Background: an optimization exercise with open tools, aiming at small area. Do not read the settings as production practice.
The RTL was checked by simulation tests, not by an equivalence proof against the original design.
Power figures rest on the tool's default switching activity, not on a simulated workload.

## fifo
module fifo
  #(
       parameter DEPTH = 32,
       parameter WIDTH = 32
  )
  (
    input clk,
    input rst,
    input push,
    input [WIDTH-1:0] data_in,
    input pop,
    output logic [$clog2(DEPTH)-1:0] pop_pointer,
    output logic mem_full,
    output logic mem_empty,
    output logic [WIDTH-1:0] data_out
  );
==> module fifo, before the edit <==
module fifo
  #(
       parameter DEPTH = 32,
       parameter WIDTH = 32
  )
  (
    input clk,
    input rst,
    input push,
    input [WIDTH-1:0] data_in,
    input pop,
    output logic [$clog2(DEPTH)-1:0] pop_pointer,
    output logic mem_full,
    output logic mem_empty,
    output logic [WIDTH-1:0] data_out
  );
  localparam AW = $clog2(DEPTH);
  logic [WIDTH-1:0] mem [DEPTH-1:0];
  logic [AW-1:0] push_pointer;
  logic roll_pointer;
  always_ff @(posedge clk) begin
    if (push) mem[push_pointer] <= data_in;
  end
  always_ff @(posedge clk) begin
    if (rst) begin
      push_pointer <= '0;
      pop_pointer  <= '0;
      roll_pointer <= 1'b0;
    end else begin
      if (push) push_pointer <= push_pointer + 1'b1;
      if (pop)  pop_pointer  <= pop_pointer + 1'b1;
      if ((push && push_pointer == AW'(DEPTH-1)) != (pop && pop_pointer == AW'(DEPTH-1)))
        roll_pointer <= ~roll_pointer;
    end
  end
  assign mem_empty = !roll_pointer & (pop_pointer == push_pointer);
  assign mem_full  =  roll_pointer & (pop_pointer == push_pointer);
  logic [DEPTH-1:0] rsel;
  always_comb
    for (int i = 0; i < DEPTH; i++) rsel[i] = (pop_pointer == AW'(i));
  genvar b, e;
  generate
    for (b = 0; b < WIDTH; b++) begin : rd
      logic [DEPTH-1:0] col;
      for (e = 0; e < DEPTH; e++) begin : c
        assign col[e] = mem[e][b];
      end
      fifo_rdbit u (.sel(rsel), .d(col), .y(data_out[b]));
    end
  endgenerate
endmodule
clock: 10.0 ns
lec_check: 0
cap_margin: 20
core_margin: 2
core_utilization: 40
slew_margin: 20
synth_hierarchical: 1
synth_minimum_keep_size: 0
standard.sh (not shown) runs the stock make flow with config.mk's settings and CLKGATE_MAP_FILE= SYNTH_SCRIPT=/design/flow/synth_recipe.tcl, a recipe that flattens the netlist after the stock synthesis.
==> flow/flow/run.sh <==
#!/bin/bash
set -euo pipefail
export CTS_ARGS="-sink_clustering_enable -repair_clock_nets -dont_use_dummy_load -buf_list sky130_fd_sc_hd__clkbuf_8 -sink_clustering_size 16 -sink_clustering_max_diameter 50"
export BUFFER_PORTS_ARGS="-buffer_cell sky130_fd_sc_hd__buf_1"
bash standard.sh > standard.log 2>&1
Rerun with:
--- a/flow/design.v
+++ b/flow/design.v
@@ -42,32 +42,32 @@
     output logic mem_empty,
     output logic [WIDTH-1:0] data_out
   );
   localparam AW = $clog2(DEPTH);
   logic [WIDTH-1:0] mem [DEPTH-1:0];
-  logic [AW-1:0] push_pointer;
-  logic roll_pointer;
   always_ff @(posedge clk) begin
-    if (push) mem[push_pointer] <= data_in;
+    if (push) begin
+      mem[0] <= data_in;
+      for (int i = 1; i < DEPTH; i++) mem[i] <= mem[i-1];
+    end
   end
+  logic [AW:0] last;
   always_ff @(posedge clk) begin
     if (rst) begin
-      push_pointer <= '0;
-      pop_pointer  <= '0;
-      roll_pointer <= 1'b0;
+      last        <= '1;
+      pop_pointer <= '0;
     end else begin
-      if (push) push_pointer <= push_pointer + 1'b1;
-      if (pop)  pop_pointer  <= pop_pointer + 1'b1;
-      if ((push && push_pointer == AW'(DEPTH-1)) != (pop && pop_pointer == AW'(DEPTH-1)))
-        roll_pointer <= ~roll_pointer;
+      if (push && !pop) last <= last + 1'b1;
+      if (pop && !push) last <= last - 1'b1;
+      if (pop) pop_pointer <= pop_pointer + 1'b1;
     end
   end
-  assign mem_empty = !roll_pointer & (pop_pointer == push_pointer);
-  assign mem_full  =  roll_pointer & (pop_pointer == push_pointer);
+  assign mem_empty = last[AW];
+  assign mem_full  = !last[AW] & (&last[AW-1:0]);
   logic [DEPTH-1:0] rsel;
   always_comb
-    for (int i = 0; i < DEPTH; i++) rsel[i] = (pop_pointer == AW'(i));
+    for (int i = 0; i < DEPTH; i++) rsel[i] = (last[AW-1:0] == AW'(i));
   genvar b, e;
   generate
     for (b = 0; b < WIDTH; b++) begin : rd
       logic [DEPTH-1:0] col;
       for (e = 0; e < DEPTH; e++) begin : c
Area after synthesis fell by 0.64%.
Die area fell by 0.63%.
Total power rose by 14%.
Wire length fell by 16%.
Combinational power rose to 2.6 times its value.
Design area fell by 1.1%.
Non-clock buffer count fell by 22.
Setup slack is better by 0.24 ns.
Utilization fell by 0.35 points.
Sequential cell count stays the same.

[afterwards: timing with drivers on the ports]
No port has a modelled driver above. Below, the same layouts with a new extraction and two added sets of constraints. Step 1 sets driving cells, clkbuf_16 on the clock port and buf_2 on the other inputs (assumed; they add their load-dependent delay and slew). Step 2 times the ports against the registers' clock, not the clock port: input delays grow and output delays shrink by t, the midpoint of the rising clock arrivals with the driver on. Three values: ideal ports, drivers, drivers and shift; two values: the first two.
run | t, ns | setup WS [ns] | slew at the worst register clock pin (ns)
the first run | 0.724 | 3.905 / 3.854 / 4.577 | 0.10 / 0.10
the second run | 0.742 | 4.146 / 4.083 / 4.377 | 0.10 / 0.10
After both steps setup and hold are still met in every run listed.
